Background: an optimization exercise with open tools, aiming at small area. Do not read the settings as production practice. In this exercise RTL edits were held to simulation tests only and were not proved equivalent to the original.

==> design/flow/config.mk <==
export PLATFORM = sky130hd
export DESIGN_NAME = CORDIC_top
export DESIGN_NICKNAME = CORDIC_top
export VERILOG_FILES = /design/flow/design.v
export SDC_FILE = /design/flow/constraint.sdc
export NUM_CORES = 4
export LEC_CHECK = 0
export CAP_MARGIN = 20
export CORE_MARGIN = 2
export CORE_UTILIZATION = 55
export CTS_BUF_LIST = sky130_fd_sc_hd__clkbuf_4 sky130_fd_sc_hd__clkbuf_8
export CTS_CLUSTER_SIZE = 20
export SLEW_MARGIN = 20
==> design/flow/constraint.sdc <==
create_clock -name core_clock -period 6.0 [get_ports {clk}]
set_input_delay 1.2000 -clock core_clock [delete_from_list [all_inputs] [get_ports {clk}]]
set_output_delay 1.2000 -clock core_clock [all_outputs]
set_load 0.01 [all_outputs]
==> design/flow/design.v <==
module quad_logic (
    input signed [31:0] angle_in,
    output [27:0] za_out,
    output [3:0] zsel_out,
    output reg s1_out,
    output reg sin_sign, cos_sign
);
reg [1:0] quad;
localparam signed [31:0] PI = 32'h1921FB54;
localparam signed [31:0] PI_2 = 32'h0C90FDAA;
localparam signed [31:0] TWO_PI = 32'h3243F6A9;
localparam signed [31:0] THREE_PI_2 = 32'h25B2F8FE;
localparam signed [31:0] AT0 = 32'h06487ED5;
wire fl_p = angle_in < 0;
wire fl_m = angle_in >= TWO_PI;
wire q1 = fl_p ? (angle_in <= PI_2 - TWO_PI) : fl_m ? (angle_in <= PI_2 + TWO_PI) : (angle_in <= PI_2);
wire q2 = fl_p ? (angle_in <= PI - TWO_PI) : fl_m ? (angle_in <= PI + TWO_PI) : (angle_in <= PI);
wire q3 = fl_p ? (angle_in <= THREE_PI_2 - TWO_PI) : fl_m ? (angle_in <= THREE_PI_2 + TWO_PI) : (angle_in <= THREE_PI_2);
wire t0 = fl_p ? (angle_in >= AT0 - TWO_PI) : fl_m ? (angle_in >= AT0 + TWO_PI) : (angle_in >= AT0);
wire t1 = fl_p ? (angle_in <= PI - AT0 - TWO_PI) : fl_m ? (angle_in <= PI - AT0 + TWO_PI) : (angle_in <= PI - AT0);
wire t2 = fl_p ? (angle_in >= AT0 + PI - TWO_PI) : fl_m ? (angle_in >= AT0 + PI + TWO_PI) : (angle_in >= AT0 + PI);
wire t3 = fl_p ? (angle_in <= -AT0) : fl_m ? (angle_in <= TWO_PI + TWO_PI - AT0) : (angle_in <= TWO_PI - AT0);
always @(*) begin
    if (q1) begin
        quad = 2'd0; sin_sign = 1'b0; cos_sign = 1'b0; s1_out = t0;
    end else if (q2) begin
        quad = 2'd1; sin_sign = 1'b0; cos_sign = 1'b1; s1_out = t1;
    end else if (q3) begin
        quad = 2'd2; sin_sign = 1'b1; cos_sign = 1'b1; s1_out = t2;
    end else begin
        quad = 2'd3; sin_sign = 1'b1; cos_sign = 1'b0; s1_out = t3;
    end
end
assign za_out = angle_in[27:0] ^ {28{quad[0]}};
assign zsel_out = {fl_m, fl_p, quad};
endmodule
module CORDIC (
    input clk,
    input signed [15:0] x_start,
    input signed [15:0] y_start,
    input [27:0] za_in,       
    input [3:0] zsel_in,      
    input s1_in,              
    input sin_sign, cos_sign,
    output [15:0] sine,
    output [15:0] cosine
);
function [31:0] add32;   
    input [31:0] a, b;
    input cin;
    integer k, j;
    reg c, cb, G, P;
    reg [31:0] p, g;
    begin
        p = a ^ b; g = a & b; c = cin;
        for (k = 0; k < 32; k = k + 2) begin
            cb = c;
            for (j = k; j < k + 2 && j < 32; j = j + 1) begin
                add32[j] = p[j] ^ cb; cb = g[j] | (p[j] & cb);
            end
            G = 1'b0; P = 1'b1;
            for (j = k; j < k + 2 && j < 32; j = j + 1) begin
                G = g[j] | (p[j] & G); P = P & p[j];
            end
            c = G | (P & c);
        end
    end
endfunction
function [27:0] quad_offset;
    input [3:0] sel;
    input s1;
    reg [31:0] f, c;
    begin
        case (sel[3:2])
            2'd1: f = 32'h3243F6A9;
            2'd2: f = -32'h3243F6A9;
            default: f = 32'h0;
        endcase
        case (sel[1:0])
            2'd0: c = f - 32'h06487ED5;
            2'd1: c = 32'h1921FB54 - f - 32'h06487ED5 + 1;
            2'd2: c = f - 32'h1921FB54 - 32'h06487ED5;
            default: c = 32'h3243F6A9 - f - 32'h06487ED5 + 1;
        endcase
        if (s1) c = c - 32'h03B58CE1;
        else c = c + 32'h03B58CE1;
        quad_offset = c[27:0];
    end
endfunction
wire signed [31:0] x0 = {x_start[15], x_start, 15'b0};
wire signed [31:0] y0 = {y_start[15], y_start, 15'b0};
reg [31:15] x1, y1;
reg [27:0] za;
reg [3:0] zsel;
reg s1r;         
wire [31:0] x1_n = add32(x0, ~y0, 1'b1);
wire [31:0] y1_n = add32(y0, x0, 1'b0);
reg [31:0] sgn_s, sgn_c;   
always @(posedge clk) begin
    x1 <= x1_n[31:15]; y1 <= y1_n[31:15]; za <= za_in; zsel <= zsel_in; s1r <= s1_in;
    sgn_s <= {sgn_s[30:0], sin_sign}; sgn_c <= {sgn_c[30:0], cos_sign};
end
wire s1 = s1r;
wire [27:0] z2_n = za + quad_offset(zsel, s1r);
reg signed [26:0] z2;
always @(posedge clk) z2 <= z2_n[26:0];
wire signed [31:0] xk1 = {x1, 15'b0};
wire signed [31:0] yk1 = {y1, 15'b0};
wire [31:0] xsh1 = xk1 >>> 1;
wire [31:0] ysh1 = yk1 >>> 1;
wire [31:0] x2_n = add32(xk1, ysh1 ^ {32{s1}}, s1);
wire [31:0] y2_n = add32(yk1, xsh1 ^ {32{~s1}}, ~s1);
reg [31:14] x2, y2;
always @(posedge clk) begin x2 <= x2_n[31:14]; y2 <= y2_n[31:14]; end
wire s2 = ~z2[26];
wire [26:0] z3_n = s2 ? z2 - 27'd32880480 : z2 + 27'd32880480;
reg signed [25:0] z3;
always @(posedge clk) z3 <= z3_n[25:0];
wire signed [31:0] xk2 = {x2, 14'b0};
wire signed [31:0] yk2 = {y2, 14'b0};
wire [31:0] xsh2 = xk2 >>> 2;
wire [31:0] ysh2 = yk2 >>> 2;
wire [31:0] x3_n = add32(xk2, ysh2 ^ {32{s2}}, s2);
wire [31:0] y3_n = add32(yk2, xsh2 ^ {32{~s2}}, ~s2);
reg [31:12] x3, y3;
always @(posedge clk) begin x3 <= x3_n[31:12]; y3 <= y3_n[31:12]; end
wire s3 = ~z3[25];
wire [25:0] z4_n = s3 ? z3 - 26'd16690645 : z3 + 26'd16690645;
reg signed [24:0] z4;
always @(posedge clk) z4 <= z4_n[24:0];
wire signed [31:0] xk3 = {x3, 12'b0};
wire signed [31:0] yk3 = {y3, 12'b0};
wire [31:0] xsh3 = xk3 >>> 3;
wire [31:0] ysh3 = yk3 >>> 3;
wire [31:0] x4_n = add32(xk3, ysh3 ^ {32{s3}}, s3);
wire [31:0] y4_n = add32(yk3, xsh3 ^ {32{~s3}}, ~s3);
reg [31:9] x4, y4;
always @(posedge clk) begin x4 <= x4_n[31:9]; y4 <= y4_n[31:9]; end
wire s4 = ~z4[24];
wire [24:0] z5_n = s4 ? z4 - 25'd8377711 : z4 + 25'd8377711;
reg signed [23:0] z5;
always @(posedge clk) z5 <= z5_n[23:0];
wire signed [31:0] xk4 = {x4, 9'b0};
wire signed [31:0] yk4 = {y4, 9'b0};
wire [31:0] xsh4 = xk4 >>> 4;
wire [31:0] ysh4 = yk4 >>> 4;
wire [31:0] x5_n = add32(xk4, ysh4 ^ {32{s4}}, s4);
wire [31:0] y5_n = add32(yk4, xsh4 ^ {32{~s4}}, ~s4);
reg [31:5] x5, y5;
always @(posedge clk) begin x5 <= x5_n[31:5]; y5 <= y5_n[31:5]; end
wire s5 = ~z5[23];
wire [23:0] z6_n = s5 ? z5 - 24'd4192939 : z5 + 24'd4192939;
reg signed [22:0] z6;
always @(posedge clk) z6 <= z6_n[22:0];
wire signed [31:0] xk5 = {x5, 5'b0};
wire signed [31:0] yk5 = {y5, 5'b0};
wire [31:0] xsh5 = xk5 >>> 5;
wire [31:0] ysh5 = yk5 >>> 5;
wire [31:0] x6_n = add32(xk5, ysh5 ^ {32{s5}}, s5);
wire [31:0] y6_n = add32(yk5, xsh5 ^ {32{~s5}}, ~s5);
reg [31:0] x6, y6;
always @(posedge clk) begin x6 <= x6_n[31:0]; y6 <= y6_n[31:0]; end
wire s6 = ~z6[22];
wire [22:0] z7_n = s6 ? z6 - 23'd2096981 : z6 + 23'd2096981;
reg signed [21:0] z7;
always @(posedge clk) z7 <= z7_n[21:0];
wire signed [31:0] xk6 = x6;
wire signed [31:0] yk6 = y6;
wire [31:0] xsh6 = xk6 >>> 6;
wire [31:0] ysh6 = yk6 >>> 6;
wire [31:0] x7_n = add32(xk6, ysh6 ^ {32{s6}}, s6);
wire [31:0] y7_n = add32(yk6, xsh6 ^ {32{~s6}}, ~s6);
reg [31:0] x7, y7;
always @(posedge clk) begin x7 <= x7_n[31:0]; y7 <= y7_n[31:0]; end
wire s7 = ~z7[21];
wire [21:0] z8_n = s7 ? z7 - 22'd1048555 : z7 + 22'd1048555;
reg signed [20:0] z8;
always @(posedge clk) z8 <= z8_n[20:0];
wire signed [31:0] xk7 = x7;
wire signed [31:0] yk7 = y7;
wire [31:0] xsh7 = xk7 >>> 7;
wire [31:0] ysh7 = yk7 >>> 7;
wire [31:0] x8_n = add32(xk7, ysh7 ^ {32{s7}}, s7);
wire [31:0] y8_n = add32(yk7, xsh7 ^ {32{~s7}}, ~s7);
reg [31:0] x8, y8;
always @(posedge clk) begin x8 <= x8_n[31:0]; y8 <= y8_n[31:0]; end
wire s8 = ~z8[20];
wire [20:0] z9_n = s8 ? z8 - 21'd524285 : z8 + 21'd524285;
reg [19:0] u9;
always @(posedge clk) u9 <= {~z9_n[19], z9_n[18:0]};
wire signed [31:0] xk8 = x8;
wire signed [31:0] yk8 = y8;
wire [31:0] xsh8 = xk8 >>> 8;
wire [31:0] ysh8 = yk8 >>> 8;
wire [31:0] x9_n = add32(xk8, ysh8 ^ {32{s8}}, s8);
wire [31:0] y9_n = add32(yk8, xsh8 ^ {32{~s8}}, ~s8);
reg [31:0] x9, y9;
always @(posedge clk) begin x9 <= x9_n[31:0]; y9 <= y9_n[31:0]; end
wire s9 = u9[19];
reg [18:0] u10;
always @(posedge clk) u10 <= u9[18:0];
wire signed [31:0] xk9 = x9;
wire signed [31:0] yk9 = y9;
wire [31:0] xsh9 = xk9 >>> 9;
wire [31:0] ysh9 = yk9 >>> 9;
wire [31:0] x10_n = add32(xk9, ysh9 ^ {32{s9}}, s9);
wire [31:0] y10_n = add32(yk9, xsh9 ^ {32{~s9}}, ~s9);
reg [31:0] x10, y10;
always @(posedge clk) begin x10 <= x10_n[31:0]; y10 <= y10_n[31:0]; end
wire s10 = u10[18];
reg [17:0] u11;
always @(posedge clk) u11 <= u10[17:0];
wire signed [31:0] xk10 = x10;
wire signed [31:0] yk10 = y10;
wire [31:0] xsh10 = xk10 >>> 10;
wire [31:0] ysh10 = yk10 >>> 10;
wire [31:0] x11_n = add32(xk10, ysh10 ^ {32{s10}}, s10);
wire [31:0] y11_n = add32(yk10, xsh10 ^ {32{~s10}}, ~s10);
reg [31:0] x11, y11;
always @(posedge clk) begin x11 <= x11_n[31:0]; y11 <= y11_n[31:0]; end
wire s11 = u11[17];
reg [16:0] u12;
always @(posedge clk) u12 <= u11[16:0];
wire signed [31:0] xk11 = x11;
wire signed [31:0] yk11 = y11;
wire [31:0] xsh11 = xk11 >>> 11;
wire [31:0] ysh11 = yk11 >>> 11;
wire [31:0] x12_n = add32(xk11, ysh11 ^ {32{s11}}, s11);
wire [31:0] y12_n = add32(yk11, xsh11 ^ {32{~s11}}, ~s11);
reg [31:0] x12, y12;
always @(posedge clk) begin x12 <= x12_n[31:0]; y12 <= y12_n[31:0]; end
wire s12 = u12[16];
reg [15:0] u13;
always @(posedge clk) u13 <= u12[15:0];
wire signed [31:0] xk12 = x12;
wire signed [31:0] yk12 = y12;
wire [31:0] xsh12 = xk12 >>> 12;
wire [31:0] ysh12 = yk12 >>> 12;
wire [31:0] x13_n = add32(xk12, ysh12 ^ {32{s12}}, s12);
wire [31:0] y13_n = add32(yk12, xsh12 ^ {32{~s12}}, ~s12);
reg [31:0] x13, y13;
always @(posedge clk) begin x13 <= x13_n[31:0]; y13 <= y13_n[31:0]; end
wire s13 = u13[15];
reg [14:0] u14;
always @(posedge clk) u14 <= u13[14:0];
wire signed [31:0] xk13 = x13;
wire signed [31:0] yk13 = y13;
wire [31:0] xsh13 = xk13 >>> 13;
wire [31:0] ysh13 = yk13 >>> 13;
wire [31:0] x14_n = add32(xk13, ysh13 ^ {32{s13}}, s13);
wire [31:0] y14_n = add32(yk13, xsh13 ^ {32{~s13}}, ~s13);
reg [31:0] x14, y14;
always @(posedge clk) begin x14 <= x14_n[31:0]; y14 <= y14_n[31:0]; end
wire s14 = u14[14];
reg [13:0] u15;
always @(posedge clk) u15 <= u14[13:0];
wire signed [31:0] xk14 = x14;
wire signed [31:0] yk14 = y14;
wire [31:0] xsh14 = xk14 >>> 14;
wire [31:0] ysh14 = yk14 >>> 14;
wire [31:0] x15_n = add32(xk14, ysh14 ^ {32{s14}}, s14);
wire [31:0] y15_n = add32(yk14, xsh14 ^ {32{~s14}}, ~s14);
reg [31:0] x15, y15;
always @(posedge clk) begin x15 <= x15_n[31:0]; y15 <= y15_n[31:0]; end
wire s15 = u15[13];
reg [12:0] u16;
always @(posedge clk) u16 <= u15[12:0];
wire signed [31:0] xk15 = x15;
wire signed [31:0] yk15 = y15;
wire [31:0] xsh15 = xk15 >>> 15;
wire [31:0] ysh15 = yk15 >>> 15;
wire [31:0] x16_n = add32(xk15, ysh15 ^ {32{s15}}, s15);
wire [31:0] y16_n = add32(yk15, xsh15 ^ {32{~s15}}, ~s15);
reg [31:0] x16, y16;
always @(posedge clk) begin x16 <= x16_n[31:0]; y16 <= y16_n[31:0]; end
wire s16 = u16[12];
reg [11:0] u17;
always @(posedge clk) u17 <= u16[11:0];
wire signed [31:0] xk16 = x16;
wire signed [31:0] yk16 = y16;
wire [31:0] xsh16 = xk16 >>> 16;
wire [31:0] ysh16 = yk16 >>> 16;
wire [31:0] x17_n = add32(xk16, ysh16 ^ {32{s16}}, s16);
wire [31:0] y17_n = add32(yk16, xsh16 ^ {32{~s16}}, ~s16);
reg [31:0] x17, y17;
always @(posedge clk) begin x17 <= x17_n[31:0]; y17 <= y17_n[31:0]; end
wire s17 = u17[11];
reg [10:0] u18;
always @(posedge clk) u18 <= u17[10:0];
wire signed [31:0] xk17 = x17;
wire signed [31:0] yk17 = y17;
wire [31:0] xsh17 = xk17 >>> 17;
wire [31:0] ysh17 = yk17 >>> 17;
wire [31:0] x18_n = add32(xk17, ysh17 ^ {32{s17}}, s17);
wire [31:0] y18_n = add32(yk17, xsh17 ^ {32{~s17}}, ~s17);
reg [31:0] x18, y18;
always @(posedge clk) begin x18 <= x18_n[31:0]; y18 <= y18_n[31:0]; end
wire s18 = u18[10];
reg [9:0] u19;
always @(posedge clk) u19 <= u18[9:0];
wire signed [31:0] xk18 = x18;
wire signed [31:0] yk18 = y18;
wire [31:0] xsh18 = xk18 >>> 18;
wire [31:0] ysh18 = yk18 >>> 18;
wire [31:0] x19_n = add32(xk18, ysh18 ^ {32{s18}}, s18);
wire [31:0] y19_n = add32(yk18, xsh18 ^ {32{~s18}}, ~s18);
reg [31:0] x19, y19;
always @(posedge clk) begin x19 <= x19_n[31:0]; y19 <= y19_n[31:0]; end
wire s19 = u19[9];
reg [8:0] u20;
always @(posedge clk) u20 <= u19[8:0];
wire signed [31:0] xk19 = x19;
wire signed [31:0] yk19 = y19;
wire [31:0] xsh19 = xk19 >>> 19;
wire [31:0] ysh19 = yk19 >>> 19;
wire [31:0] x20_n = add32(xk19, ysh19 ^ {32{s19}}, s19);
wire [31:0] y20_n = add32(yk19, xsh19 ^ {32{~s19}}, ~s19);
reg [16:0] xh20;         
reg [11:0] xl20;         
reg xz20, xa20;         
always @(posedge clk) begin
    xh20 <= x20_n[31:15]; xl20 <= x20_n[11:0];
    xz20 <= ~|x20_n[14:12]; xa20 <= &x20_n[14:12];
end
reg [16:0] yh20;         
reg [11:0] yl20;         
reg yz20, ya20;         
always @(posedge clk) begin
    yh20 <= y20_n[31:15]; yl20 <= y20_n[11:0];
    yz20 <= ~|y20_n[14:12]; ya20 <= &y20_n[14:12];
end
wire s20 = u20[8];
reg [7:0] u21;
always @(posedge clk) u21 <= u20[7:0];
wire signed [16:0] yq20 = yh20;
wire signed [13:0] ysh20 = yq20 >>> 5;    
wire signed [13:0] xt20 = s20 ? -ysh20 : ysh20;
wire [13:0] xS20 = {2'b00, xl20} + xt20;
wire xcp20 = xS20[13:12] == 2'b01;    
wire xcm20 = xS20[13:12] == 2'b11;    
wire xop20 = xa20 & xcp20;    
wire xom20 = xz20 & xcm20;    
wire xz20_c = (xz20 & ~xcp20 & ~xcm20) | xop20;
wire xa20_c = (xa20 & ~xcp20 & ~xcm20) | xom20;
wire [16:0] xh21_n = xh20 + {{16{xom20}}, xop20 | xom20};
reg [16:0] xh21;
reg [10:0] xl21;
reg xz21, xa21;
always @(posedge clk) begin
    xh21 <= xh21_n;
    xl21 <= xS20[10:0];
    xz21 <= xz20_c & ~xS20[11];
    xa21 <= xa20_c & xS20[11];
end
wire signed [16:0] xq20 = xh20;
wire signed [13:0] xsh20 = xq20 >>> 5;    
wire signed [13:0] yt20 = ~s20 ? -xsh20 : xsh20;
wire [13:0] yS20 = {2'b00, yl20} + yt20;
wire ycp20 = yS20[13:12] == 2'b01;    
wire ycm20 = yS20[13:12] == 2'b11;    
wire yop20 = ya20 & ycp20;    
wire yom20 = yz20 & ycm20;    
wire yz20_c = (yz20 & ~ycp20 & ~ycm20) | yop20;
wire ya20_c = (ya20 & ~ycp20 & ~ycm20) | yom20;
wire [16:0] yh21_n = yh20 + {{16{yom20}}, yop20 | yom20};
reg [16:0] yh21;
reg [10:0] yl21;
reg yz21, ya21;
always @(posedge clk) begin
    yh21 <= yh21_n;
    yl21 <= yS20[10:0];
    yz21 <= yz20_c & ~yS20[11];
    ya21 <= ya20_c & yS20[11];
end
wire s21 = u21[7];
reg [6:0] u22;
always @(posedge clk) u22 <= u21[6:0];
wire signed [16:0] yq21 = yh21;
wire signed [12:0] ysh21 = yq21 >>> 6;    
wire signed [12:0] xt21 = s21 ? -ysh21 : ysh21;
wire [12:0] xS21 = {2'b00, xl21} + xt21;
wire xcp21 = xS21[12:11] == 2'b01;    
wire xcm21 = xS21[12:11] == 2'b11;    
wire xop21 = xa21 & xcp21;    
wire xom21 = xz21 & xcm21;    
wire xz21_c = (xz21 & ~xcp21 & ~xcm21) | xop21;
wire xa21_c = (xa21 & ~xcp21 & ~xcm21) | xom21;
wire [16:0] xh22_n = xh21 + {{16{xom21}}, xop21 | xom21};
reg [16:0] xh22;
reg [9:0] xl22;
reg xz22, xa22;
always @(posedge clk) begin
    xh22 <= xh22_n;
    xl22 <= xS21[9:0];
    xz22 <= xz21_c & ~xS21[10];
    xa22 <= xa21_c & xS21[10];
end
wire signed [16:0] xq21 = xh21;
wire signed [12:0] xsh21 = xq21 >>> 6;    
wire signed [12:0] yt21 = ~s21 ? -xsh21 : xsh21;
wire [12:0] yS21 = {2'b00, yl21} + yt21;
wire ycp21 = yS21[12:11] == 2'b01;    
wire ycm21 = yS21[12:11] == 2'b11;    
wire yop21 = ya21 & ycp21;    
wire yom21 = yz21 & ycm21;    
wire yz21_c = (yz21 & ~ycp21 & ~ycm21) | yop21;
wire ya21_c = (ya21 & ~ycp21 & ~ycm21) | yom21;
wire [16:0] yh22_n = yh21 + {{16{yom21}}, yop21 | yom21};
reg [16:0] yh22;
reg [9:0] yl22;
reg yz22, ya22;
always @(posedge clk) begin
    yh22 <= yh22_n;
    yl22 <= yS21[9:0];
    yz22 <= yz21_c & ~yS21[10];
    ya22 <= ya21_c & yS21[10];
end
wire s22 = u22[6];
reg [5:0] u23;
always @(posedge clk) u23 <= u22[5:0];
wire signed [16:0] yq22 = yh22;
wire signed [11:0] ysh22 = yq22 >>> 7;    
wire signed [11:0] xt22 = s22 ? -ysh22 : ysh22;
wire [11:0] xS22 = {2'b00, xl22} + xt22;
wire xcp22 = xS22[11:10] == 2'b01;    
wire xcm22 = xS22[11:10] == 2'b11;    
wire xop22 = xa22 & xcp22;    
wire xom22 = xz22 & xcm22;    
wire xz22_c = (xz22 & ~xcp22 & ~xcm22) | xop22;
wire xa22_c = (xa22 & ~xcp22 & ~xcm22) | xom22;
wire [16:0] xh23_n = xh22 + {{16{xom22}}, xop22 | xom22};
reg [16:0] xh23;
reg [8:0] xl23;
reg xz23, xa23;
always @(posedge clk) begin
    xh23 <= xh23_n;
    xl23 <= xS22[8:0];
    xz23 <= xz22_c & ~xS22[9];
    xa23 <= xa22_c & xS22[9];
end
wire signed [16:0] xq22 = xh22;
wire signed [11:0] xsh22 = xq22 >>> 7;    
wire signed [11:0] yt22 = ~s22 ? -xsh22 : xsh22;
wire [11:0] yS22 = {2'b00, yl22} + yt22;
wire ycp22 = yS22[11:10] == 2'b01;    
wire ycm22 = yS22[11:10] == 2'b11;    
wire yop22 = ya22 & ycp22;    
wire yom22 = yz22 & ycm22;    
wire yz22_c = (yz22 & ~ycp22 & ~ycm22) | yop22;
wire ya22_c = (ya22 & ~ycp22 & ~ycm22) | yom22;
wire [16:0] yh23_n = yh22 + {{16{yom22}}, yop22 | yom22};
reg [16:0] yh23;
reg [8:0] yl23;
reg yz23, ya23;
always @(posedge clk) begin
    yh23 <= yh23_n;
    yl23 <= yS22[8:0];
    yz23 <= yz22_c & ~yS22[9];
    ya23 <= ya22_c & yS22[9];
end
wire s23 = u23[5];
reg [4:0] u24;
always @(posedge clk) u24 <= u23[4:0];
wire signed [16:0] yq23 = yh23;
wire signed [10:0] ysh23 = yq23 >>> 8;    
wire signed [10:0] xt23 = s23 ? -ysh23 : ysh23;
wire [10:0] xS23 = {2'b00, xl23} + xt23;
wire xcp23 = xS23[10:9] == 2'b01;    
wire xcm23 = xS23[10:9] == 2'b11;    
wire xop23 = xa23 & xcp23;    
wire xom23 = xz23 & xcm23;    
wire xz23_c = (xz23 & ~xcp23 & ~xcm23) | xop23;
wire xa23_c = (xa23 & ~xcp23 & ~xcm23) | xom23;
wire [16:0] xh24_n = xh23 + {{16{xom23}}, xop23 | xom23};
reg [16:0] xh24;
reg [7:0] xl24;
reg xz24, xa24;
always @(posedge clk) begin
    xh24 <= xh24_n;
    xl24 <= xS23[7:0];
    xz24 <= xz23_c & ~xS23[8];
    xa24 <= xa23_c & xS23[8];
end
wire signed [16:0] xq23 = xh23;
wire signed [10:0] xsh23 = xq23 >>> 8;    
wire signed [10:0] yt23 = ~s23 ? -xsh23 : xsh23;
wire [10:0] yS23 = {2'b00, yl23} + yt23;
wire ycp23 = yS23[10:9] == 2'b01;    
wire ycm23 = yS23[10:9] == 2'b11;    
wire yop23 = ya23 & ycp23;    
wire yom23 = yz23 & ycm23;    
wire yz23_c = (yz23 & ~ycp23 & ~ycm23) | yop23;
wire ya23_c = (ya23 & ~ycp23 & ~ycm23) | yom23;
wire [16:0] yh24_n = yh23 + {{16{yom23}}, yop23 | yom23};
reg [16:0] yh24;
reg [7:0] yl24;
reg yz24, ya24;
always @(posedge clk) begin
    yh24 <= yh24_n;
    yl24 <= yS23[7:0];
    yz24 <= yz23_c & ~yS23[8];
    ya24 <= ya23_c & yS23[8];
end
wire s24 = u24[4];
reg [3:0] u25;
always @(posedge clk) u25 <= u24[3:0];
wire signed [16:0] yq24 = yh24;
wire signed [9:0] ysh24 = yq24 >>> 9;    
wire signed [9:0] xt24 = s24 ? -ysh24 : ysh24;
wire [9:0] xS24 = {2'b00, xl24} + xt24;
wire xcp24 = xS24[9:8] == 2'b01;    
wire xcm24 = xS24[9:8] == 2'b11;    
wire xop24 = xa24 & xcp24;    
wire xom24 = xz24 & xcm24;    
wire xz24_c = (xz24 & ~xcp24 & ~xcm24) | xop24;
wire xa24_c = (xa24 & ~xcp24 & ~xcm24) | xom24;
wire [16:0] xh25_n = xh24 + {{16{xom24}}, xop24 | xom24};
reg [16:0] xh25;
reg [6:0] xl25;
reg xz25, xa25;
always @(posedge clk) begin
    xh25 <= xh25_n;
    xl25 <= xS24[6:0];
    xz25 <= xz24_c & ~xS24[7];
    xa25 <= xa24_c & xS24[7];
end
wire signed [16:0] xq24 = xh24;
wire signed [9:0] xsh24 = xq24 >>> 9;    
wire signed [9:0] yt24 = ~s24 ? -xsh24 : xsh24;
wire [9:0] yS24 = {2'b00, yl24} + yt24;
wire ycp24 = yS24[9:8] == 2'b01;    
wire ycm24 = yS24[9:8] == 2'b11;    
wire yop24 = ya24 & ycp24;    
wire yom24 = yz24 & ycm24;    
wire yz24_c = (yz24 & ~ycp24 & ~ycm24) | yop24;
wire ya24_c = (ya24 & ~ycp24 & ~ycm24) | yom24;
wire [16:0] yh25_n = yh24 + {{16{yom24}}, yop24 | yom24};
reg [16:0] yh25;
reg [6:0] yl25;
reg yz25, ya25;
always @(posedge clk) begin
    yh25 <= yh25_n;
    yl25 <= yS24[6:0];
    yz25 <= yz24_c & ~yS24[7];
    ya25 <= ya24_c & yS24[7];
end
wire s25 = u25[3];
reg [2:0] u26;
always @(posedge clk) u26 <= u25[2:0];
wire signed [16:0] yq25 = yh25;
wire signed [8:0] ysh25 = yq25 >>> 10;    
wire signed [8:0] xt25 = s25 ? -ysh25 : ysh25;
wire [8:0] xS25 = {2'b00, xl25} + xt25;
wire xcp25 = xS25[8:7] == 2'b01;    
wire xcm25 = xS25[8:7] == 2'b11;    
wire xop25 = xa25 & xcp25;    
wire xom25 = xz25 & xcm25;    
wire xz25_c = (xz25 & ~xcp25 & ~xcm25) | xop25;
wire xa25_c = (xa25 & ~xcp25 & ~xcm25) | xom25;
wire [16:0] xh26_n = xh25 + {{16{xom25}}, xop25 | xom25};
reg [16:0] xh26;
reg [5:0] xl26;
reg xz26, xa26;
always @(posedge clk) begin
    xh26 <= xh26_n;
    xl26 <= xS25[5:0];
    xz26 <= xz25_c & ~xS25[6];
    xa26 <= xa25_c & xS25[6];
end
wire signed [16:0] xq25 = xh25;
wire signed [8:0] xsh25 = xq25 >>> 10;    
wire signed [8:0] yt25 = ~s25 ? -xsh25 : xsh25;
wire [8:0] yS25 = {2'b00, yl25} + yt25;
wire ycp25 = yS25[8:7] == 2'b01;    
wire ycm25 = yS25[8:7] == 2'b11;    
wire yop25 = ya25 & ycp25;    
wire yom25 = yz25 & ycm25;    
wire yz25_c = (yz25 & ~ycp25 & ~ycm25) | yop25;
wire ya25_c = (ya25 & ~ycp25 & ~ycm25) | yom25;
wire [16:0] yh26_n = yh25 + {{16{yom25}}, yop25 | yom25};
reg [16:0] yh26;
reg [5:0] yl26;
reg yz26, ya26;
always @(posedge clk) begin
    yh26 <= yh26_n;
    yl26 <= yS25[5:0];
    yz26 <= yz25_c & ~yS25[6];
    ya26 <= ya25_c & yS25[6];
end
wire s26 = u26[2];
reg [1:0] u27;
always @(posedge clk) u27 <= u26[1:0];
wire signed [16:0] yq26 = yh26;
wire signed [7:0] ysh26 = yq26 >>> 11;    
wire signed [7:0] xt26 = s26 ? -ysh26 : ysh26;
wire [7:0] xS26 = {2'b00, xl26} + xt26;
wire xcp26 = xS26[7:6] == 2'b01;    
wire xcm26 = xS26[7:6] == 2'b11;    
wire xop26 = xa26 & xcp26;    
wire xom26 = xz26 & xcm26;    
wire xz26_c = (xz26 & ~xcp26 & ~xcm26) | xop26;
wire xa26_c = (xa26 & ~xcp26 & ~xcm26) | xom26;
wire [16:0] xh27_n = xh26 + {{16{xom26}}, xop26 | xom26};
reg [16:0] xh27;
reg [4:0] xl27;
reg xz27, xa27;
always @(posedge clk) begin
    xh27 <= xh27_n;
    xl27 <= xS26[4:0];
    xz27 <= xz26_c & ~xS26[5];
    xa27 <= xa26_c & xS26[5];
end
wire signed [16:0] xq26 = xh26;
wire signed [7:0] xsh26 = xq26 >>> 11;    
wire signed [7:0] yt26 = ~s26 ? -xsh26 : xsh26;
wire [7:0] yS26 = {2'b00, yl26} + yt26;
wire ycp26 = yS26[7:6] == 2'b01;    
wire ycm26 = yS26[7:6] == 2'b11;    
wire yop26 = ya26 & ycp26;    
wire yom26 = yz26 & ycm26;    
wire yz26_c = (yz26 & ~ycp26 & ~ycm26) | yop26;
wire ya26_c = (ya26 & ~ycp26 & ~ycm26) | yom26;
wire [16:0] yh27_n = yh26 + {{16{yom26}}, yop26 | yom26};
reg [16:0] yh27;
reg [4:0] yl27;
reg yz27, ya27;
always @(posedge clk) begin
    yh27 <= yh27_n;
    yl27 <= yS26[4:0];
    yz27 <= yz26_c & ~yS26[5];
    ya27 <= ya26_c & yS26[5];
end
wire s27 = u27[1];
reg [0:0] u28;
always @(posedge clk) u28 <= u27[0:0];
wire signed [16:0] yq27 = yh27;
wire signed [6:0] ysh27 = yq27 >>> 12;    
wire signed [6:0] xt27 = s27 ? -ysh27 : ysh27;
wire [6:0] xS27 = {2'b00, xl27} + xt27;
wire xcp27 = xS27[6:5] == 2'b01;    
wire xcm27 = xS27[6:5] == 2'b11;    
wire xop27 = xa27 & xcp27;    
wire xom27 = xz27 & xcm27;    
wire xz27_c = (xz27 & ~xcp27 & ~xcm27) | xop27;
wire xa27_c = (xa27 & ~xcp27 & ~xcm27) | xom27;
wire [16:0] xh28_n = xh27 + {{16{xom27}}, xop27 | xom27};
reg [16:0] xh28;
reg [3:0] xl28;
reg xz28, xa28;
always @(posedge clk) begin
    xh28 <= xh28_n;
    xl28 <= xS27[3:0];
    xz28 <= xz27_c & ~xS27[4];
    xa28 <= xa27_c & xS27[4];
end
wire signed [16:0] xq27 = xh27;
wire signed [6:0] xsh27 = xq27 >>> 12;    
wire signed [6:0] yt27 = ~s27 ? -xsh27 : xsh27;
wire [6:0] yS27 = {2'b00, yl27} + yt27;
wire ycp27 = yS27[6:5] == 2'b01;    
wire ycm27 = yS27[6:5] == 2'b11;    
wire yop27 = ya27 & ycp27;    
wire yom27 = yz27 & ycm27;    
wire yz27_c = (yz27 & ~ycp27 & ~ycm27) | yop27;
wire ya27_c = (ya27 & ~ycp27 & ~ycm27) | yom27;
wire [16:0] yh28_n = yh27 + {{16{yom27}}, yop27 | yom27};
reg [16:0] yh28;
reg [3:0] yl28;
reg yz28, ya28;
always @(posedge clk) begin
    yh28 <= yh28_n;
    yl28 <= yS27[3:0];
    yz28 <= yz27_c & ~yS27[4];
    ya28 <= ya27_c & yS27[4];
end
wire s28 = u28[0];
reg [0:0] u29;
always @(posedge clk) u29 <= u28[0:0];
wire signed [16:0] yq28 = yh28;
wire signed [5:0] ysh28 = yq28 >>> 13;    
wire signed [5:0] xt28 = s28 ? -ysh28 : ysh28;
wire [5:0] xS28 = {2'b00, xl28} + xt28;
wire xcp28 = xS28[5:4] == 2'b01;    
wire xcm28 = xS28[5:4] == 2'b11;    
wire xop28 = xa28 & xcp28;    
wire xom28 = xz28 & xcm28;    
wire xz28_c = (xz28 & ~xcp28 & ~xcm28) | xop28;
wire xa28_c = (xa28 & ~xcp28 & ~xcm28) | xom28;
wire [16:0] xh29_n = xh28 + {{16{xom28}}, xop28 | xom28};
reg [16:0] xh29;
reg [2:0] xl29;
reg xz29, xa29;
always @(posedge clk) begin
    xh29 <= xh29_n;
    xl29 <= xS28[2:0];
    xz29 <= xz28_c & ~xS28[3];
    xa29 <= xa28_c & xS28[3];
end
wire signed [16:0] xq28 = xh28;
wire signed [5:0] xsh28 = xq28 >>> 13;    
wire signed [5:0] yt28 = ~s28 ? -xsh28 : xsh28;
wire [5:0] yS28 = {2'b00, yl28} + yt28;
wire ycp28 = yS28[5:4] == 2'b01;    
wire ycm28 = yS28[5:4] == 2'b11;    
wire yop28 = ya28 & ycp28;    
wire yom28 = yz28 & ycm28;    
wire yz28_c = (yz28 & ~ycp28 & ~ycm28) | yop28;
wire ya28_c = (ya28 & ~ycp28 & ~ycm28) | yom28;
wire [16:0] yh29_n = yh28 + {{16{yom28}}, yop28 | yom28};
reg [16:0] yh29;
reg [2:0] yl29;
reg yz29, ya29;
always @(posedge clk) begin
    yh29 <= yh29_n;
    yl29 <= yS28[2:0];
    yz29 <= yz28_c & ~yS28[3];
    ya29 <= ya28_c & yS28[3];
end
wire s29 = u29[0];
reg [0:0] u30;
always @(posedge clk) u30 <= u29[0:0];
wire signed [16:0] yq29 = yh29;
wire signed [4:0] ysh29 = yq29 >>> 14;    
wire signed [4:0] xt29 = s29 ? -ysh29 : ysh29;
wire [4:0] xS29 = {2'b00, xl29} + xt29;
wire xcp29 = xS29[4:3] == 2'b01;    
wire xcm29 = xS29[4:3] == 2'b11;    
wire xop29 = xa29 & xcp29;    
wire xom29 = xz29 & xcm29;    
wire xz29_c = (xz29 & ~xcp29 & ~xcm29) | xop29;
wire xa29_c = (xa29 & ~xcp29 & ~xcm29) | xom29;
wire [16:0] xh30_n = xh29 + {{16{xom29}}, xop29 | xom29};
reg [16:0] xh30;
reg [1:0] xl30;
reg xz30, xa30;
always @(posedge clk) begin
    xh30 <= xh30_n;
    xl30 <= xS29[1:0];
    xz30 <= xz29_c & ~xS29[2];
    xa30 <= xa29_c & xS29[2];
end
wire signed [16:0] xq29 = xh29;
wire signed [4:0] xsh29 = xq29 >>> 14;    
wire signed [4:0] yt29 = ~s29 ? -xsh29 : xsh29;
wire [4:0] yS29 = {2'b00, yl29} + yt29;
wire ycp29 = yS29[4:3] == 2'b01;    
wire ycm29 = yS29[4:3] == 2'b11;    
wire yop29 = ya29 & ycp29;    
wire yom29 = yz29 & ycm29;    
wire yz29_c = (yz29 & ~ycp29 & ~ycm29) | yop29;
wire ya29_c = (ya29 & ~ycp29 & ~ycm29) | yom29;
wire [16:0] yh30_n = yh29 + {{16{yom29}}, yop29 | yom29};
reg [16:0] yh30;
reg [1:0] yl30;
reg yz30, ya30;
always @(posedge clk) begin
    yh30 <= yh30_n;
    yl30 <= yS29[1:0];
    yz30 <= yz29_c & ~yS29[2];
    ya30 <= ya29_c & yS29[2];
end
wire s30 = u30[0];
reg [0:0] u31;
always @(posedge clk) u31 <= u30[0:0];
wire signed [16:0] yq30 = yh30;
wire signed [3:0] ysh30 = yq30 >>> 15;    
wire signed [3:0] xt30 = s30 ? -ysh30 : ysh30;
wire [3:0] xS30 = {2'b00, xl30} + xt30;
wire xcp30 = xS30[3:2] == 2'b01;    
wire xcm30 = xS30[3:2] == 2'b11;    
wire xop30 = xa30 & xcp30;    
wire xom30 = xz30 & xcm30;    
wire xz30_c = (xz30 & ~xcp30 & ~xcm30) | xop30;
wire xa30_c = (xa30 & ~xcp30 & ~xcm30) | xom30;
wire [16:0] xh31_n = xh30 + {{16{xom30}}, xop30 | xom30};
reg [16:0] xh31;
reg [0:0] xl31;
reg xz31, xa31;
always @(posedge clk) begin
    xh31 <= xh31_n;
    xl31 <= xS30[0:0];
    xz31 <= xz30_c & ~xS30[1];
    xa31 <= xa30_c & xS30[1];
end
wire signed [16:0] xq30 = xh30;
wire signed [3:0] xsh30 = xq30 >>> 15;    
wire signed [3:0] yt30 = ~s30 ? -xsh30 : xsh30;
wire [3:0] yS30 = {2'b00, yl30} + yt30;
wire ycp30 = yS30[3:2] == 2'b01;    
wire ycm30 = yS30[3:2] == 2'b11;    
wire yop30 = ya30 & ycp30;    
wire yom30 = yz30 & ycm30;    
wire yz30_c = (yz30 & ~ycp30 & ~ycm30) | yop30;
wire ya30_c = (ya30 & ~ycp30 & ~ycm30) | yom30;
wire [16:0] yh31_n = yh30 + {{16{yom30}}, yop30 | yom30};
reg [16:0] yh31;
reg [0:0] yl31;
reg yz31, ya31;
always @(posedge clk) begin
    yh31 <= yh31_n;
    yl31 <= yS30[0:0];
    yz31 <= yz30_c & ~yS30[1];
    ya31 <= ya30_c & yS30[1];
end
wire s31 = u31[0];
wire signed [16:0] yq31 = yh31;
wire signed [2:0] ysh31 = yq31 >>> 16;    
wire signed [2:0] xt31 = s31 ? -ysh31 : ysh31;
wire [2:0] xS31 = {2'b00, xl31} + xt31;
wire xcp31 = xS31[2:1] == 2'b01;    
wire xcm31 = xS31[2:1] == 2'b11;    
wire xop31 = xa31 & xcp31;    
wire xom31 = xz31 & xcm31;    
wire xz31_c = (xz31 & ~xcp31 & ~xcm31) | xop31;
wire xa31_c = (xa31 & ~xcp31 & ~xcm31) | xom31;
wire [16:0] xh32_n = xh31 + {{16{xom31}}, xop31 | xom31};
wire signed [16:0] xq31 = xh31;
wire signed [2:0] xsh31 = xq31 >>> 16;    
wire signed [2:0] yt31 = ~s31 ? -xsh31 : xsh31;
wire [2:0] yS31 = {2'b00, yl31} + yt31;
wire ycp31 = yS31[2:1] == 2'b01;    
wire ycm31 = yS31[2:1] == 2'b11;    
wire yop31 = ya31 & ycp31;    
wire yom31 = yz31 & ycm31;    
wire yz31_c = (yz31 & ~ycp31 & ~ycm31) | yop31;
wire ya31_c = (ya31 & ~ycp31 & ~ycm31) | yom31;
wire [16:0] yh32_n = yh31 + {{16{yom31}}, yop31 | yom31};
wire [15:0] c32 = xh32_n[15:0], s32 = yh32_n[15:0];
reg [15:0] r31s, r31c, r32s, r32c, r33s, r33c;
always @(posedge clk) begin
    r31s <= sgn_s[30] ? -s32 : s32;
    r31c <= sgn_c[30] ? -c32 : c32;
    r32s <= r31s; r32c <= r31c;
    r33s <= r32s; r33c <= r32c;
end
assign sine = r33s;
assign cosine = r33c;
endmodule
module CORDIC_top #(parameter WIDTH = 16 , parameter ITERATIONS = 32) (
    input clk,
    input signed [WIDTH-1:0] x_start,
    input signed [WIDTH-1:0] y_start,
    input signed [31:0] angle_in,
    output signed [WIDTH-1:0] sine,
    output signed [WIDTH-1:0] cosine
);
wire [27:0] za;
wire [3:0] zsel;
wire s1;
wire sin_sign, cos_sign;
quad_logic quad_logic_DUT(
    .angle_in(angle_in),
    .za_out(za),
    .zsel_out(zsel),
    .s1_out(s1),
    .sin_sign(sin_sign),
    .cos_sign(cos_sign)
);
CORDIC CORDIC_DUT(
    .clk(clk),
    .x_start(x_start),
    .y_start(y_start),
    .za_in(za),
    .zsel_in(zsel),
    .s1_in(s1),
    .sin_sign(sin_sign),
    .cos_sign(cos_sign),
    .sine(sine),
    .cosine(cosine)
);
endmodule
==> design/flow/flow/run.sh <==
#!/bin/bash
# Own flow: the standard layout, with synthesis run through flow/my_synth.tcl
# (a different ABC script and no full-adder extraction). Registers and their
# names are those of the standard synthesis.
set -euo pipefail
W=$(pwd)
export MY_WORK=$W
export MY_ABC_SCRIPT=$W/flow/abc_area.script
# synthesis only, with our script; the remaining steps are the standard.sh
make -C "$FLOW_HOME" DESIGN_CONFIG="$W/config.mk" WORK_HOME="$W/orfs" CLKGATE_MAP_FILE= \
  SYNTH_SCRIPT="$W/flow/my_synth.tcl" synth > "$W/own_synth.log" 2>&1
bash "$W/standard.sh" > "$W/own_standard.log" 2>&1
==> design/flow/flow/abc_area.script <==
&get -n
&st
&dch
&nf -R 1000
&put
topo
buffer -N 10
upsize -D 4500
dnsize -D 4500
stime -p
==> design/flow/flow/my_synth.tcl <==
# The standard synthesis (synth_recipe.tcl) with two changes for area:
# Yosys's abc calls use this flow's ABC script, and full/half adders are not
# extracted into fa/ha cells (ABC maps the adder logic itself).
proc abc {args} {
  set i [lsearch -exact $args -script]
  if {$i >= 0} { lset args [expr {$i + 1}] $::env(MY_ABC_SCRIPT) }
  puts "flow/my_synth.tcl: abc $args"
  yosys abc {*}$args
}
proc extract_fa {args} { puts "flow/my_synth.tcl: extract_fa skipped" }
source $::env(MY_WORK)/synth_recipe.tcl
==> design/flow/standard.sh <==
#!/bin/bash
# synth_recipe.tcl (not shown) runs the flow's synth.tcl, then flattens the netlist and writes it again
# the make line also repeats each setting of config.mk as NAME=value (left out here)
make -C /OpenROAD-flow-scripts/flow DESIGN_CONFIG=/design/flow/config.mk WORK_HOME=/design/flow/orfs CLKGATE_MAP_FILE= SYNTH_SCRIPT=/design/flow/synth_recipe.tcl "${@:-finish}"
==> results.sh, run 1 <==
export IMPL_status="timing/DRC/antenna clean"
export IMPL_synthTopCellsByArea="dfxtp_1, xnor2_1, xor2_1"
export IMPL_relSlewSlack_pct=28.1
export IMPL_pin_count=97
export IMPL_start_kind="flop"
export IMPL_r2r_cells=32
export IMPL_place_area_sq_um=126000
export IMPL_syn_avg_cell_area_sq_um=8.98
export IMPL_r2r_end="CORDIC_DUT.y11[31]"
export IMPL_die_w_um=469
export IMPL_yosysSeqAreaShare_pct=38.5
export IMPL_period_minus_slack_ns=5.80
export IMPL_yosysWarnings=2
export IMPL_grt_pass1_wl_um=451000
export IMPL_synthTopCellsByCount="xnor2_1, dfxtp_1, xor2_1"
export IMPL_via_per_inst=5.21
export IMPL_numCtsBuffers=386
export IMPL_synth_nets=13300
export IMPL_endpoint_kind="flop"
export IMPL_clk_pin_slew_worst_paths_ns=0.06
export IMPL_start_util_pct=55.4
export IMPL_setup_viol=0
export IMPL_fin_worst_skew_ns=0.104
export IMPL_finalNetCount=14000
export IMPL_vias=89000
export IMPL_worst_pin_slew_ns=1.07
export IMPL_rsz0062_at_grt="true"
export IMPL_holdPathStages=0
export IMPL_dr_pass1_iters=7
export IMPL_cpPeakStageDelay_ns=0.41
export IMPL_wl_um=287000
export IMPL_cts_tree="done"
export IMPL_layout_drive_gt1_share_pct=12.2
export IMPL_syn_inst=13300
export IMPL_wire_per_inst_um=16.8
export IMPL_cts_hold_fix_buffers=0
export IMPL_cap_violations=0
export IMPL_arrival_ns=6.69
export IMPL_antenna_found_initial=5
export IMPL_synth_edff_count=0
export IMPL_synth_flop_cell="dfxtp_1"
export IMPL_htree_num_levels=5
export IMPL_yosysMostFrequentCell="xnor2_1"
export IMPL_worstHoldEndpoint="CORDIC_DUT.sgn_s[8]"
export IMPL_ys_ff_latch=2288
export IMPL_drc_errors=0
export IMPL_yosysTopAreaCell="dfxtp_1"
export IMPL_filler_cell_count=18100
export IMPL_yosys_area_top_type_share_pct=38.5
export IMPL_fp_dieH_um=469
export IMPL_min_from="CORDIC_DUT.sgn_s[7]"
export IMPL_clk_latency_ns=1.07
export IMPL_worstPathRequired_ns=6.89
export IMPL_maxSlewViolCount=0
export IMPL_finalHoldViolations=0
export IMPL_root_buffer="clkbuf_8"
export IMPL_clk_path_buf_depth=4
export IMPL_fin_area_sq_um=137000
export IMPL_row_count=170
export IMPL_netlist_area_sq_um=119000
export IMPL_port_buffers=96
export IMPL_die_area_sq_um=220000
export IMPL_clock_sinks=2288
export IMPL_grt_ovfl_total=0
export IMPL_grt_usage_pct=25.0
export IMPL_slowest_stage="dfxtp_4"
export IMPL_rr_startpoint="CORDIC_DUT.u10[18]"
export IMPL_grt_max_degree=78
export IMPL_core_sq_um=215000
export IMPL_yosysUniqueCellTypes=97
export IMPL_min_period_over_period_pct=96.7
export IMPL_dp_hpwl_um=223000
export IMPL_syn_to_final_growth_pct=15.4
export IMPL_ys_async_sr_fraction_pct=0
export IMPL_postRouteAntennaNets=0
export IMPL_reg2reg_slack_ns=0.20
export IMPL_post_route_util_pct=64.0
export IMPL_initialDrtViolationCount=3815
export IMPL_place_congestion=0.892
export IMPL_max_freq_mhz=172
export IMPL_worstSetupPathType="flop to flop"
export IMPL_grt_pass1_vias=89000
export IMPL_crit_fanout=8
export IMPL_hold_class="flop to flop"
layout by cell type, fill, tap and decap left out, types with 194 or more instances in the layout:
cell type / n
inv_1: 299
o21ai_0: 783
xor2_1: 1858
nand3_1: 194
dfxtp_1: 2245
nor2_1: 891
a21oi_1: 376
xnor2_1: 2559
buf_4: 587
clkbuf_8: 493
nand2_1: 1519
maj3_1: 251
cell type report:
cell class / instances / area, sq um / share of cell area (%)
diodes: 11 / 27.5 / 0.0200
flip-flops and latches: 2288 / 45900 / 33.4
clock inverters: 102 / 1210 / 0.880
repair buffers: 703 / 5700 / 4.15
clock buffers: 575 / 7400 / 5.39
multi-input cells: 10300 / 72500 / 52.8
well taps: 2838 / 3550 / 2.58
inverters: 300 / 1130 / 0.819
per-layer routing:
layer	global-route usage, %	vias up	part of all wire [%]
met2	47.4	1428	52
met1	28.2	41700	41
li1	-	45300	-
met5	0	-	0
met4	10.3	0	3.9
met3	2.88	599	2.9
metrics by stage:
| stage | hold slack (ns) | instances | setup TNS [ns] | setup slack, ns |
|---|---|---|---|---|
| after floorplan | 0.310 | 13300 | -0.0118 | -0.0118 |
| final | 0.248 | 17100 | 0 | 0.199 |
| after global placement | 0.310 | 16400 | -0.598 | -0.174 |
| after global routing | 0.245 | 17100 | -0.858 | -0.128 |
| after detailed placement | 0.312 | 16400 | -2.39 | -0.430 |
| after CTS | 0.240 | 17000 | 0 | 0.00161 |
critical path: cells and delay by family (launching register included):
kind	cells	cell delay, ns
and+or+nand+nor	11	0.98
adders and majority gates	1	0.39
xor gates and xnor gates	3	0.46
DFF	1	0.41
buffers and inverters	4	0.71
AOI/OAI and AO/OA	13	2.70
cell families (layout without fill, tap and decap cells):
logic type / count (synthesis) / count (layout) / synth area share, %
AOI/OAI and AO/OA: 2158 / 2158 / 11.4
xor gates and xnor gates: 4489 / 4489 / 33.1
adders and majority gates: 258 / 258 / 2.17
buffers and inverters: 697 / 1680 / 2.36
DFF: 2288 / 2288 / 38.5
muxes: 19 / 19 / 0.161
other: 0 / 11 / 0
and+or+nand+nor: 3352 / 3352 / 12.4
timing repair:
action | in CTS | in global routing
pin swaps | 14 | 138
gates cloned | 0 | 2
setup buffers | 2 | 49
setup endpoints to repair | 27 | 168
endpoints found under the hold margin | 0 | 0
resized for setup | 33 | 330
how the worst max path moves through the flow:
stage | from | end | slack (ns) | cells past startpoint
after detailed placement | CORDIC_DUT.x10[11] | CORDIC_DUT.y11[31] | -0.43 | 30
after floorplan | CORDIC_DUT.u12[16] | CORDIC_DUT.y13[31] | -0.01 | 29
final | CORDIC_DUT.u10[18] | CORDIC_DUT.y11[31] | 0.20 | 32
after CTS | CORDIC_DUT.u18[10] | CORDIC_DUT.x19[31] | 0.002 | 25
after global placement | CORDIC_DUT.x10[11] | CORDIC_DUT.y11[31] | -0.17 | 30
after global routing | CORDIC_DUT.u10[18] | CORDIC_DUT.y11[31] | -0.13 | 32
==> run 2, diff against run 1 <==
==> design/flow/flow/run.sh (replaced) <==
#!/bin/bash
# Own flow: the standard layout, with synthesis run through flow/my_synth.tcl
# (a different ABC script and no full-adder extraction) and clock tree
# synthesis without dummy loads and with small clock buffers. Registers and
# their names are those of the standard synthesis.
set -euo pipefail
W=$(pwd)
export MY_WORK=$W
export MY_ABC_SCRIPT=$W/flow/abc_area.script
# synthesis only, with our script; the remaining steps are the standard.sh
make -C "$FLOW_HOME" DESIGN_CONFIG="$W/config.mk" WORK_HOME="$W/orfs" CLKGATE_MAP_FILE= \
  SYNTH_SCRIPT="$W/flow/my_synth.tcl" synth > "$W/own_synth.log" 2>&1
export CTS_ARGS="-sink_clustering_enable -repair_clock_nets -dont_use_dummy_load -buf_list {sky130_fd_sc_hd__clkbuf_4 sky130_fd_sc_hd__clkbuf_8} -sink_clustering_size 20"
bash "$W/standard.sh" > "$W/own_standard.log" 2>&1
==> design/flow/flow/abc_area.script (replaced) <==
&get -n
&st
&dch
&nf -R 20
&put
topo
buffer -N 10
upsize -D 4500
dnsize -D 4500
stime -p
==> design/flow/config.mk (replaced) <==
export PLATFORM = sky130hd
export DESIGN_NAME = CORDIC_top
export DESIGN_NICKNAME = CORDIC_top
export VERILOG_FILES = /design/flow/design.v
export SDC_FILE = /design/flow/constraint.sdc
export NUM_CORES = 4
export LEC_CHECK = 0
export CAP_MARGIN = 20
export CORE_MARGIN = 2
export CORE_UTILIZATION = 40
export SLEW_MARGIN = 20
==> run 2 against run 1 <==
Flip-flop and latch count unchanged. Hold slack improved by 0.0016 ns. Critical endpoint is now CORDIC_DUT.x19[31]. Largest cell class unchanged.
==> results.sh, run 2 <==
export IMPL_maxSlewViolCount=0
export IMPL_root_buffer="clkbuf_8"
export IMPL_slowest_stage="dfxtp_4"
export IMPL_final_cell_mix="xnor2_1, dfxtp_1, xor2_1, nand2_1, nor2_1"
export IMPL_clk_path_buf_depth=4
export IMPL_drc_errors=0
export IMPL_worst_pin_slew_ns=1.07
export IMPL_arrival_ns=6.65
export IMPL_grt_usage_pct=16.5
export IMPL_cpMostUsedCell="o311a_1"
export IMPL_vias=84800
export IMPL_max_freq_mhz=173
export IMPL_synthTopCellsByArea="dfxtp_1, xnor2_1, xor2_1"
export IMPL_htree_num_levels=5
export IMPL_setup_tns_ns=0
export IMPL_grt_ovfl_total=0
export IMPL_synth_edff_count=0
export IMPL_initialDrtViolationCount=3983
export IMPL_antenna_found_initial=9
export IMPL_worstPathRequired_ns=6.87
export IMPL_clock_sinks=2288
export IMPL_dp_hpwl_um=201000
export IMPL_row_count=200
export IMPL_worstPathCellList="buf_4 > buf_4 > xor2_2 > maj3_2 > nand2_1 > nand3_1 > o21ai_2 > o31ai_4 > a21oi_4 > o31ai_4 > nor3b_2 > a211oi_1 > nor3b_2 > a211oi_1 > o311a_1 > o311a_1 > o311a_1 > o311a_1 > o311a_1 > o311a_1 > o311a_1 > o311ai_4 > maj3_2 > xnor2_1"
export IMPL_cts_hold_fix_buffers=0
export IMPL_place_congestion=0.915
export IMPL_wire_per_inst_um=14.5
export IMPL_start_kind="flop"
export IMPL_min_period_over_period_pct=96.3
export IMPL_yosysUniqueCellTypes=90
export IMPL_synth_nets=13300
export IMPL_cts_tree="done"
export IMPL_final_common_cell="xnor2_1"
export IMPL_register_area_sq_um=45900
export IMPL_rsz0062_at_grt="true"
export IMPL_endpoint_kind="flop"
export IMPL_start_util_pct=40.2
export IMPL_cpPeakStageDelay_ns=0.41
export IMPL_post_route_util_pct=44.8
export IMPL_die_w_um=549
export IMPL_synth_flop_cell="dfxtp_1"
export IMPL_numCtsBuffers=388
export IMPL_netlist_area_sq_um=119000
export IMPL_yosys_area_top_type_share_pct=38.5
export IMPL_dr_pass1_iters=5
export IMPL_status="timing/DRC/antenna clean"
export IMPL_syn_inst=13200
export IMPL_grt_pass1_wl_um=411000
export IMPL_crit_fanout=7
export IMPL_relSlewSlack_pct=27.9
export IMPL_syn_avg_cell_area_sq_um=8.98
export IMPL_yosysSeqAreaShare_pct=38.5
export IMPL_core_sq_um=296000
export IMPL_die_area_sq_um=302000
export IMPL_synthTopCellsByCount="xnor2_1, dfxtp_1, xor2_1"
export IMPL_filler_cell_count=29100
export IMPL_ys_async_sr_fraction_pct=0
export IMPL_syn_to_final_growth_pct=11.7
export IMPL_cap_violations=0
export IMPL_postRouteAntennaNets=0
export IMPL_grt_max_degree=71
export IMPL_hold_ws_ns=0.249
export IMPL_yosysMostFrequentCell="xnor2_1"
export IMPL_finalNetCount=13800
export IMPL_port_buffers=96
export IMPL_clk_pin_slew_worst_paths_ns=0.05
export IMPL_ys_ff_latch=2288
export IMPL_layout_drive_gt1_share_pct=7.92
export IMPL_via_per_inst=4.79
export IMPL_yosysTopAreaCell="dfxtp_1"
export IMPL_worstSetupPathType="flop to flop"
export IMPL_yosysWarnings=2
export IMPL_clk_latency_ns=1.04
export IMPL_grt_pass1_vias=82000
export IMPL_fp_dieH_um=549
export IMPL_setup_viol=0
export IMPL_multi_input_area_sq_um=71400
export IMPL_wl_um=256000
export IMPL_period_minus_slack_ns=5.78
export IMPL_finalHoldViolations=0
export IMPL_hold_class="flop to flop"
export IMPL_fin_worst_skew_ns=0.160
export IMPL_pin_count=97
-- run 2: cell types whose count changed after synthesis, moves of 23 or more --
cell / previous run / this run
a211oi_1: 105 / 39
nor2_1: 892 / 842
nor2b_1: 151 / 104
o311ai_1: 61 / 29
nand2_1: 1520 / 1551
xnor2_1: 2593 / 2563
o211a_1: 0 / 29
o311ai_0: 4 / 31
clkbuf_1: 271 / 294
-- run 2: cell families (layout without fill, tap and decap cells) --
family | count (synthesis) | after routing | share of synthesized area [%]
buffers and inverters | 690 | 1201 | 2.24
other | 0 | 2 | 0
adders and majority gates | 276 | 276 | 2.33
and+or+nand+nor | 3283 | 3283 | 12.0
xor gates and xnor gates | 4475 | 4475 | 33.0
muxes | 21 | 21 | 0.190
DFF | 2288 | 2288 | 38.5
AOI/OAI and AO/OA | 2211 | 2211 | 11.7
-- run 2: per-layer routing --
metal	up-vias	GRT usage, %	wire, um
li1	44600	-	-
met1	38400	19.8	114000
met2	1224	29.9	125000
met3	511	2.07	8490
met4	4	5.79	8530
met5	-	0	27
-- run 2: cell type report --
type	instances	area share (%)
inverters	283	0.800
repair buffers	530	3.20
diodes	2	0.00377
flip-flops and latches	2288	34.5
clock buffers	388	4.02
multi-input cells	10300	53.7
well taps	3939	3.71
-- run 2: path summary, 6_finish.rpt --
path	end	slack, ns	cells past startpoint	startpoint
setup reg to reg	CORDIC_DUT.x19[31]	0.22	24	CORDIC_DUT.u18[10]
hold reg to reg	CORDIC_DUT.z3[1]	0.25	0	CORDIC_DUT.z2[1]
setup / recovery	CORDIC_DUT.x19[31]	0.22	24	CORDIC_DUT.u18[10]
hold / removal	CORDIC_DUT.z3[1]	0.25	0	CORDIC_DUT.z2[1]
-- run 2: what timing repair did --
item	CTS	global route
pin swaps	1	43
setup buffers	0	18
setup endpoints to repair	4	83
gates resized for setup	4	152
-- run 2: worst max-delay path, delay by kind of cell (launching register included) --
kind                     cells  cell delay (ns)
flip-flops                   1             0.41
XOR/XNOR                     2             0.23
buffers and inverters        2             0.29
AND/OR/NAND/NOR              4             0.55
adder cells (fa/ha/maj)      2             0.45
AO/OA/AOI/OAI               14             3.74
-- run 2: stage by stage --
stage               area [sq um]  setup slack, ns  instances
global placement          127000          -0.0812      17300
floorplan                 119000            0.106      13200
detailed placement        127000          -0.0951      17300
global route              133000          -0.0518      17700
CTS                       132000          0.00314      17700
finish                    133000            0.222      17700
==> run 3, diff against run 2 <==
==> design/flow/flow/run.sh (replaced) <==
#!/bin/bash
# Own flow: the standard layout, with synthesis run through flow/my_synth.tcl
# (a different ABC script and no full-adder extraction) and clock tree
# synthesis without dummy loads and with small clock buffers; ports get the smallest buffer. Registers and
# their names are those of the standard synthesis.
set -euo pipefail
W=$(pwd)
export MY_WORK=$W
export MY_ABC_SCRIPT=$W/flow/abc_area.script
# synthesis only, with our script; the remaining steps are the standard.sh
make -C "$FLOW_HOME" DESIGN_CONFIG="$W/config.mk" WORK_HOME="$W/orfs" CLKGATE_MAP_FILE= \
  SYNTH_SCRIPT="$W/flow/my_synth.tcl" synth > "$W/own_synth.log" 2>&1
export CTS_ARGS="-sink_clustering_enable -repair_clock_nets -dont_use_dummy_load -buf_list {sky130_fd_sc_hd__clkbuf_4 sky130_fd_sc_hd__clkbuf_8} -sink_clustering_size 20"
export BUFFER_PORTS_ARGS="-buffer_cell sky130_fd_sc_hd__buf_1"
bash "$W/standard.sh" > "$W/own_standard.log" 2>&1
==> run 3 against run 2 <==
Still clean on timing, DRC and antenna. Utilization shrank 0.12 points. First-iteration DRC count down 8.0%. Critical path depth fell by 1. Worst setup slack improved by 0.037 ns.
==> results.sh, run 3 <==
export IMPL_worstPathRequired_ns=6.90
export IMPL_syn_inst=13200
export IMPL_synthTopCellsByCount="xnor2_1, dfxtp_1, xor2_1"
export IMPL_grt_util_met3_pct=2.00
export IMPL_syn_avg_cell_area_sq_um=8.98
export IMPL_start_util_pct=40.2
export IMPL_yosysUniqueCellTypes=90
export IMPL_netlist_area_sq_um=119000
export IMPL_synthTopCellsByArea="dfxtp_1, xnor2_1, xor2_1"
export IMPL_max_freq_mhz=174
export IMPL_min_from="CORDIC_DUT.r31s[5]"
export IMPL_dr_pass1_iters=6
export IMPL_layout_drive_gt1_share_pct=8.00
export IMPL_fin_area_sq_um=133000
export IMPL_worstHoldEndpoint="CORDIC_DUT.r32s[5]"
export IMPL_setup_viol=0
export IMPL_clk_path_buf_depth=4
export IMPL_finalHoldViolations=0
export IMPL_slowest_stage="o311a_4"
export IMPL_row_count=200
export IMPL_cts_tree="done"
export IMPL_cpMostUsedCell="o311a_1"
export IMPL_ys_async_sr_fraction_pct=0
export IMPL_dp_hpwl_um=201000
export IMPL_yosysWarnings=2
export IMPL_setup_slack_ns=0.259
export IMPL_vias=84700
export IMPL_cap_violations=0
export IMPL_pin_count=97
export IMPL_numCtsBuffers=389
export IMPL_via_per_inst=4.79
export IMPL_wl_um=257000
export IMPL_place_area_sq_um=126000
export IMPL_relSlewSlack_pct=28.3
export IMPL_initialDrtViolationCount=3664
export IMPL_die_area_sq_um=302000
export IMPL_wire_per_inst_um=14.5
export IMPL_finalNetCount=13800
export IMPL_yosys_area_top_type_share_pct=38.5
export IMPL_clk_pin_slew_worst_paths_ns=0.06
export IMPL_final_cell_mix="xnor2_1, dfxtp_1, xor2_1, nand2_1, nor2_1"
export IMPL_synth_nets=13300
export IMPL_root_buffer="clkbuf_8"
export IMPL_rr_startpoint="CORDIC_DUT.u18[10]"
export IMPL_final_common_cell="xnor2_1"
export IMPL_yosysMostFrequentCell="xnor2_1"
export IMPL_postRouteAntennaNets=0
export IMPL_grt_busiest_layer="met2"
export IMPL_die_w_um=549
export IMPL_period_minus_slack_ns=5.74
export IMPL_worst_pin_slew_ns=1.05
export IMPL_grt_usage_pct=16.5
export IMPL_pre_cts_ws_ns=-0.0579
export IMPL_crit_fanout=4
export IMPL_endpoint_kind="flop"
export IMPL_min_period_over_period_pct=95.7
export IMPL_grt_max_degree=63
export IMPL_syn_to_final_growth_pct=11.4
export IMPL_rsz0062_at_grt="true"
export IMPL_met1_usage_pct=19.9
export IMPL_place_congestion=0.909
export IMPL_arrival_ns=6.64
export IMPL_fin_worst_skew_ns=0.147
export IMPL_grt_ovfl_total=0
export IMPL_holdPathStages=0
export IMPL_yosysSeqAreaShare_pct=38.5
export IMPL_clk_latency_ns=1.06
export IMPL_yosysTopAreaCell="dfxtp_1"
export IMPL_worstSetupPathType="flop to flop"
export IMPL_filler_cell_count=29000
export IMPL_drc_errors=0
export IMPL_reg2reg_slack_ns=0.26
export IMPL_port_buffers=96
export IMPL_fp_dieH_um=549
export IMPL_hold_class="flop to flop"
export IMPL_synth_edff_count=0
export IMPL_grt_pass1_wl_um=411000
export IMPL_antenna_found_initial=9
export IMPL_ys_ff_latch=2288
export IMPL_cts_hold_fix_buffers=0
export IMPL_clock_sinks=2288
export IMPL_status="timing/DRC/antenna clean"
export IMPL_grt_util_met2_pct=30.0
export IMPL_grt_pass1_vias=81400
export IMPL_r2r_cells=23
export IMPL_htree_num_levels=5
export IMPL_cpPeakStageDelay_ns=0.42
export IMPL_core_sq_um=296000
export IMPL_r2r_end="CORDIC_DUT.y19[31]"
export IMPL_start_kind="flop"
export IMPL_worstPathCellList="buf_4 > xnor2_4 > nor2_1 > o21ai_1 > nand2_1 > a31oi_4 > a31oi_4 > nor2_2 > a211oi_1 > o211a_1 > o211a_1 > nor2_1 > a211oi_1 > o311a_1 > o311a_1 > o311a_1 > o311a_1 > o311a_1 > o311a_1 > o311a_4 > o311ai_4 > maj3_2 > xor2_1"
export IMPL_maxSlewViolCount=0
export IMPL_synth_flop_cell="dfxtp_1"
## run 3: cell types whose count changed in the layout (fill, tap and decap cells not counted), sizes merged
cell / change
buf: +88
clkbuf: +3
clkdlybuf4s50: -96
diode: +6
## run 3: worst max-delay path by stage
stage                        from             endpoint
3_3_place_gp   CORDIC_DUT.u18[10]   CORDIC_DUT.y19[31]
6_report       CORDIC_DUT.u18[10]   CORDIC_DUT.y19[31]
4_1_cts         CORDIC_DUT.u19[9]  CORDIC_DUT.yh20[16]
2_1_floorplan  CORDIC_DUT.u13[15]   CORDIC_DUT.y14[31]
5_1_grt        CORDIC_DUT.u12[16]   CORDIC_DUT.x13[31]
3_5_place_dp    CORDIC_DUT.u19[9]  CORDIC_DUT.yh20[16]
## run 3: cells by family after synthesis
| group | count (synthesis) | synth area share, % |
|---|---|---|
| AND/OR/NAND/NOR | 3283 | 12.0 |
| AO/OA/AOI/OAI | 2211 | 11.7 |
| XOR/XNOR | 4475 | 33.0 |
| flip-flops | 2288 | 38.5 |
| buffers and inverters | 690 | 2.24 |
| adder cells (fa/ha/maj) | 276 | 2.33 |
| multiplexers | 21 | 0.190 |
## run 3: critical path, delay by kind of cell (launching register included)
kind | cells | cell delay, ns
AOI/OAI and AO/OA | 15 | 4.15
and+or+nand+nor | 4 | 0.41
adders and majority gates | 1 | 0.25
xor gates and xnor gates | 2 | 0.32
buffers and inverters | 1 | 0.16
DFF | 1 | 0.37
## run 3: metal layers
metal	share of wire (%)	vias up
met2	49	1222
met3	3.1	517
met5	0.11	-
li1	-	44700
met1	44	38300
met4	3.5	4
## run 3: area by class of cell
type                    count  area (sq um)  share of cell area (%)
clock buffers             389          5350                    4.04
flip-flops and latches   2288         45900                    34.6
multi-input cells       10300         71600                    54.0
diodes                      8          20.0                  0.0151
repair buffers            524          3680                    2.78
inverters                 283          1060                   0.802
well taps                3939          4930                    3.72
## run 3: timing repair
action	in CTS	in global routing
hold endpoints to repair	0	0
setup endpoints to repair	4	82
pin swaps	0	70
gates resized for setup	3	169
setup buffers	0	30
cloned	0	1
## run 3: per-stage QoR
step	hold slack [ns]	TNS, ns	instances	util (%)
final	0.270	0	17700	44.7
after global routing	0.271	-0.217	17700	44.7
after CTS	0.252	0	17700	44.3
after detailed placement	0.312	-0.0579	17300	42.5
after global placement	0.310	0	17300	42.5
after floorplan	0.310	0	13200	-

[re-timing with driven ports]
How much do the figures lean on ideal ports? The routed layouts below were timed once more, with nothing changed but the port constraints. Step 1: set_driving_cell puts a clkbuf_16 on clk and a buf_2 on each other input, an assumption about the parent block. Step 2 also shifts input and output timing later by t, the mid clock arrival at the registers, as if the neighbouring blocks saw the same clock. a / b / c = ideal ports / drivers / drivers and shift; a / b = the first two.
run | shift t [ns] | setup WS [ns] | clock arrival spread, ns
run 1 | 1.121 | 0.199 / 0.199 / 0.199 | 0.121 / 0.121
run 2 | 1.052 | 0.222 / 0.222 / 0.222 | 0.169 / 0.168
run 3 | 1.066 | 0.259 / 0.259 / 0.259 | 0.155 / 0.156
After both steps every run listed still meets setup and hold.
